From an optimization exercise on the open Yosys and OpenROAD flow, aimed at small area, a short achievable clock period and few clock cycles; shortcuts taken in it are not production practice. Function was not checked in any run shown here: the RTL went through the layout flow alone.

==> flow/design.v, too long to show whole: its modules and the start of the top module <==
// module MyDesign: 1930 lines
module MyDesign (
  input  wire        dut_run,
  output reg         dut_busy,
  input  wire        reset_b,
  input  wire        clk,
  output wire        input_sram_write_enable,
  output wire [11:0] input_sram_write_addresss,
  output wire [15:0] input_sram_write_data,
  output reg  [11:0] input_sram_read_address,
  input  wire [15:0] input_sram_read_data,
  output reg         output_sram_write_enable,
  output reg  [11:0] output_sram_write_addresss,
  output reg  [15:0] output_sram_write_data,
  output wire [11:0] output_sram_read_address,
  input  wire [15:0] output_sram_read_data,
  output wire        scratchpad_sram_write_enable,
  output wire [11:0] scratchpad_sram_write_addresss,
  output wire [15:0] scratchpad_sram_write_data,
  output wire [11:0] scratchpad_sram_read_address,
  input  wire [15:0] scratchpad_sram_read_data,
  output wire        weights_sram_write_enable,
  output wire [11:0] weights_sram_write_addresss,
  output wire [15:0] weights_sram_write_data,
  output wire [11:0] weights_sram_read_address,
  input  wire [15:0] weights_sram_read_data
);
  // ...
==> flow/run.sh <==
#!/bin/bash
# synth_recipe.tcl (not shown) runs the flow's synth.tcl, then flattens the netlist and writes it again
# the make line also repeats each setting of config.mk as NAME=value (left out here)
make -C /OpenROAD-flow-scripts/flow DESIGN_CONFIG=/design/flow/config.mk WORK_HOME=/design/flow/orfs CLKGATE_MAP_FILE= SYNTH_SCRIPT=/design/flow/synth_recipe.tcl finish
==> flow/config.mk <==
export PLATFORM = sky130hd
export DESIGN_NAME = MyDesign
export DESIGN_NICKNAME = MyDesign
export VERILOG_FILES = /design/flow/design.v
export SDC_FILE = /design/flow/constraint.sdc
export NUM_CORES = 4
export LEC_CHECK = 0
export CAP_MARGIN = 20
export CORE_MARGIN = 2
export CORE_UTILIZATION = 40
export CTS_BUF_LIST = sky130_fd_sc_hd__clkbuf_4
export PLACE_DENSITY = 0.6
export SETUP_SLACK_MARGIN = 4.5
export SLEW_MARGIN = 20
==> flow/constraint.sdc <==
create_clock -name core_clock -period 8.5 [get_ports {clk}]
set_input_delay 1.7000 -clock core_clock [delete_from_list [all_inputs] [get_ports {clk}]]
set_output_delay 1.7000 -clock core_clock [all_outputs]
set_load 0.01 [all_outputs]
==> summary.txt, run 1 <==
Worst setup path
  • CP Buf/Inv Count: 2
  • Delay-heaviest family, CP: adder cells
  • Arrival time at the worst endpoint: 4.75 ns
  • Worst R2R Setup Slack: 4.54 ns

STA
  • Min cycle time layout: 3.96 ns
  • Worst clock skew: 0.0800 ns
  • Final Hold Viols: 0

Cells and area
  • Clkbuf count: 194
  • Seq cells: 527

Run status
  • Status: no timing/DRC/antenna violations

Synthesis
  • Compound-Gate Fraction of Synth Area: 10.0%
  • Synth Warn #: 1
  • Synthesized flop and latch total: 527
  • Synth area leader: fa_1

Hold path
  • Hold path depth: 0
  • Worst hold endpoint: sr4[9]

Floorplan
  • Die ar.: 84200 um2
  • Die height: 290 um

Global route
  • GRT met2 Usage: 34.0%
  • Pin count of the biggest net entering global routing: 25

CTS
  • Root buffer cell: clkbuf_4

Route
  • Iter 0 DRT Violations: 1627
  • Drt first pass iters: 6

Place
  • Final GP Congestion: 0.939
==> inputs of run 2 (changes only) <==
--- a/flow/config.mk
+++ b/flow/config.mk
@@ -9,5 +9,5 @@
 export CORE_MARGIN = 2
 export CORE_UTILIZATION = 40
-export CTS_BUF_LIST = sky130_fd_sc_hd__clkbuf_4
+export CTS_BUF_LIST = sky130_fd_sc_hd__clkbuf_8
 export PLACE_DENSITY = 0.6
 export SETUP_SLACK_MARGIN = 4.5
==> summary.txt, run 2 <==
Synthesis
  • Ys flop type: dfxtp_1 (unchanged)
  • Cell area after synthesis: 32700 um2 (unchanged)
  • Synth area leader: fa_1 (unchanged)
  • Sequential fraction of the synthesis area: 37.5% (unchanged)
  • Mean area per synthesized cell: 11.5 um2 (unchanged)
  • EDFF count, synth: 164 (unchanged)
  • Synth cell types: 66 (unchanged)
  • Top area cells in the synthesized netlist: fa_1 (22%), dfxtp_1 (21%), edfxtp_1 (15%) (unchanged)
  • Post-Synthesis Cells: 2837 (unchanged)
  • Synth Warn #: 1 (unchanged)
  • Asr flop ratio synth: 3.42% (unchanged)
  • Post-synth top cells: fa_1 (361), dfxtp_1 (345), xor2_1 (302) (unchanged)
  • Synthesized flop and latch total: 527 (unchanged)
  • Top-area cell type share of the netlist area: 22.1% (unchanged)
  • Most frequent cell after synthesis: fa_1 (unchanged)

STA
  • Worst relative slew slack: 26.8% (was 27.7%)
  • Min cycle time layout: 3.95 ns (was 3.96 ns)
  • Fmax: 253 MHz (about the same)
  • Final Hold Viols: 0 (unchanged)
  • Final setup vio count: 0 (unchanged)
  • Worst Max-Slew Pin Slew: 1.09 ns (was 1.08 ns)
  • Max-slew violations: 0 (unchanged)
  • Setup TNS: 0 ns (unchanged)
  • Worst clock skew: 0.0620 ns (was 0.0800 ns)
  • RSZ-0062 raised after global routing: false (was true)
  • Fin crit share: 46.5% (about the same)
  • Final setup margin: 4.55 ns (was 4.54 ns)

Worst setup path
  • Startpoint Class: register (unchanged)
  • Crit Path Class: reg -> reg (unchanged)
  • WP data required: 9.05 ns (was 9.29 ns)
  • Crit path max-delay cell type: fa_1 (unchanged)
  • Critical Path End Type: register (unchanged)
  • Arrival time at the worst endpoint: 4.50 ns (was 4.75 ns)
  • CP peak stage delay: 0.52 ns (was 0.61 ns)
  • Max FO, Critical Path: 3 (was 2)
  • Cell Chain, Critical Path: buf_4, a22oi_1, xor2_1, fa_1, fa_1, fa_1, fa_1, fa_1, fa_1 (was a22oi_2, xor2_1, fa_2, fa_2, fa_1, inv_2, fa_2, inv_2, fa_1, fa_1)
  • Top cell by count, worst path: fa_1

CTS
  • Clock latency on the worst-skew pair: 0.70 ns (was 1.00 ns)
  • # hold bufs at CTS: 0 (unchanged)
  • Clock Tree Buf Depth: 3 (unchanged)
  • Num CTS Buffers: 85 (was 138)
  • Root buffer cell: clkbuf_8 (was clkbuf_4)
  • Clock transition at path regs: 0.06 ns (was 0.08 ns)
  • H-tree lvl count: 3 (was 4)
  • CTS sink cnt: 527 (unchanged)
  • CTS tree: done (unchanged)

Floorplan
  • I/O pin total: 232 (unchanged)
  • Die W: 290 um (unchanged)
  • Initial Util: 40.5% (unchanged)
  • Row cnt: 104 (unchanged)
  • Core ar.: 80800 um2 (unchanged)
  • Die ar.: 84200 um2 (unchanged)
  • Die height: 290 um (unchanged)

Place
  • Final GP Congestion: 0.939 (unchanged)
  • Pre-CTS setup slack: 3.96 ns (unchanged)
  • Port bufs: 77 (unchanged)
  • Post-DP HPWL: 65500 um (unchanged)

Hold path
  • Hold Path Class: reg -> reg (unchanged)

Route
  • DRC viols: 0 (unchanged)
  • Drt first pass iters: 5 (was 6)
  • Vias/cell: 5.12 (was 5.09)
  • Iter 0 DRT Violations: 1490 (was 1627)
  • Routed WL: 84200 um (was 85000 um)
  • ANT nets after route: 0 (unchanged)
  • Via Count: 20600 (was 20900)
  • Wire per inst: 20.9 um (was 20.7 um)

Cells and area
  • Most frequent cells in the layout: fa_1 (352), dfxtp_1 (338), inv_1 (316) (was fa_1 (352), dfxtp_1 (339), xor2_1 (297))
  • Footprint of the multi-input gates: 18300 um2 (about the same)
  • FF+latch area: 12300 um2 (about the same)
  • Fillers: 7420 (was 7463)
  • Area growth, synth to finish: 11.2% (was 10.9%)
  • Commonest non-fill, non-tap cell in the layout: fa_1 (unchanged)
  • Layout Nets: 3398 (was 3443)
  • Ratio of cells with drive above 1 in the final layout: 12.8% (was 15.1%)
  • Top flop regs: xs0 (24), xs1 (24), xs2 (24) (unchanged)
  • Final core utilization: 45.1% (was 44.9%)

Run
  • Max cap viols: 0 (unchanged)

Global route
  • Total GRT Usage: 19.8% (was 20.1%)
  • Initial antenna violation count: 4 (was 5)
  • First-pass GRT wire length: 129000 um (was 130000 um)
  • Pin count of the biggest net entering global routing: 25 (unchanged)
  • GRT Residual Overflow: 0 (unchanged)
  • Vias in the first global route: 21700 (was 22200)

Run status
  • Status: no timing/DRC/antenna violations (unchanged)
[run 2: cell counts after synthesis]
No cell type changed its count.
[run 2: worst paths after layout]
kind	from	to	slack, ns	depth (start not counted)
max	k6[0]	cs2_1[9]	4.55	9
min	sr0[6]	sr1[6]	0.30	0
max reg2reg	k6[0]	cs2_1[9]	4.55	9
min reg2reg	sr0[6]	sr1[6]	0.30	0
max in group asynchronous	reset_b	sl[2]	6.41	1
min in group asynchronous	reset_b	dut_busy	1.49	1
[run 2: timing repair]
item / in CTS / in global routing
pin swaps: 9 / 24
buffers inserted: 28 / 56
endpoints found under the setup margin: 19 / 21
gates resized for setup: 25 / 28
[run 2: final cells by class]
cell class                 count  area share [%]
multi-input combinational   1803            50.2
sequential                   527            33.8
timing repair buffer         175            4.15
clock buffer                 102            3.86
tap                         1060            3.64
inverter                     297            3.06
clock inverter                57            1.34
antenna                        3          0.0206
[run 2: critical path: cells and delay by family (launching register included)]
family,cells,cell delay [ns]
buffers and inverters,1,0.17
AOI/OAI and AO/OA,1,0.20
adders and majority gates,6,2.78
DFF,1,0.44
xor gates and xnor gates,1,0.25
[run 2: routing by layer]
metal / global-route usage [%] / part of all wire, % / wire, um
met2: 33.7 / 49 / 41500
met5: 0 / 0 / 0
met4: 7.71 / 3.2 / 2720
met3: 2.83 / 5.5 / 4610
met1: 25.4 / 42 / 35400
[run 2: per-stage QoR]
stage	hold slack (ns)	cell area, um2	cells
after floorplan	0.310	33200	2958
after global placement	0.311	33700	3777
after detailed placement	0.312	33700	3778
after CTS	0.309	35900	3965
after global routing	0.324	36400	4023
final	0.303	36400	4024
[run 2: cell families after synthesis]
family	share of synthesized area, %
compound gates	10.0
other cells	0.0115
fa+ha+maj	25.2
buf+inv	8.61
simple gates	4.65
mux	3.97
flops	37.5
xor+xnor	10.1

==> afterwards: timing with drivers on the ports <==
Ports are ideal in the flow. The routed layouts listed here were re-timed in OpenROAD. Step 1 (the two cells are an assumption about what drives the block):
set clk [get_ports {clk}]
set_driving_cell -lib_cell sky130_fd_sc_hd__clkbuf_16 $clk
set_driving_cell -lib_cell sky130_fd_sc_hd__buf_2 [delete_from_list [all_inputs] $clk]
Step 2 times the ports against the registers' clock, not the clock port: input delays grow and output delays shrink by t, the midpoint of the rising clock arrivals with the driver on. a / b / c = no drivers / after step 1 / after step 2; a / b = the first two.
run	shift t [ns]	slack for setup (ns)	hold WS [ns]
run 1	1.014	4.544 / 4.544 / 4.544	0.318 / 0.318 / 0.318
run 2	0.732	4.551 / 4.551 / 4.551	0.303 / 0.303 / 0.303
After both steps every run listed still meets setup and hold.
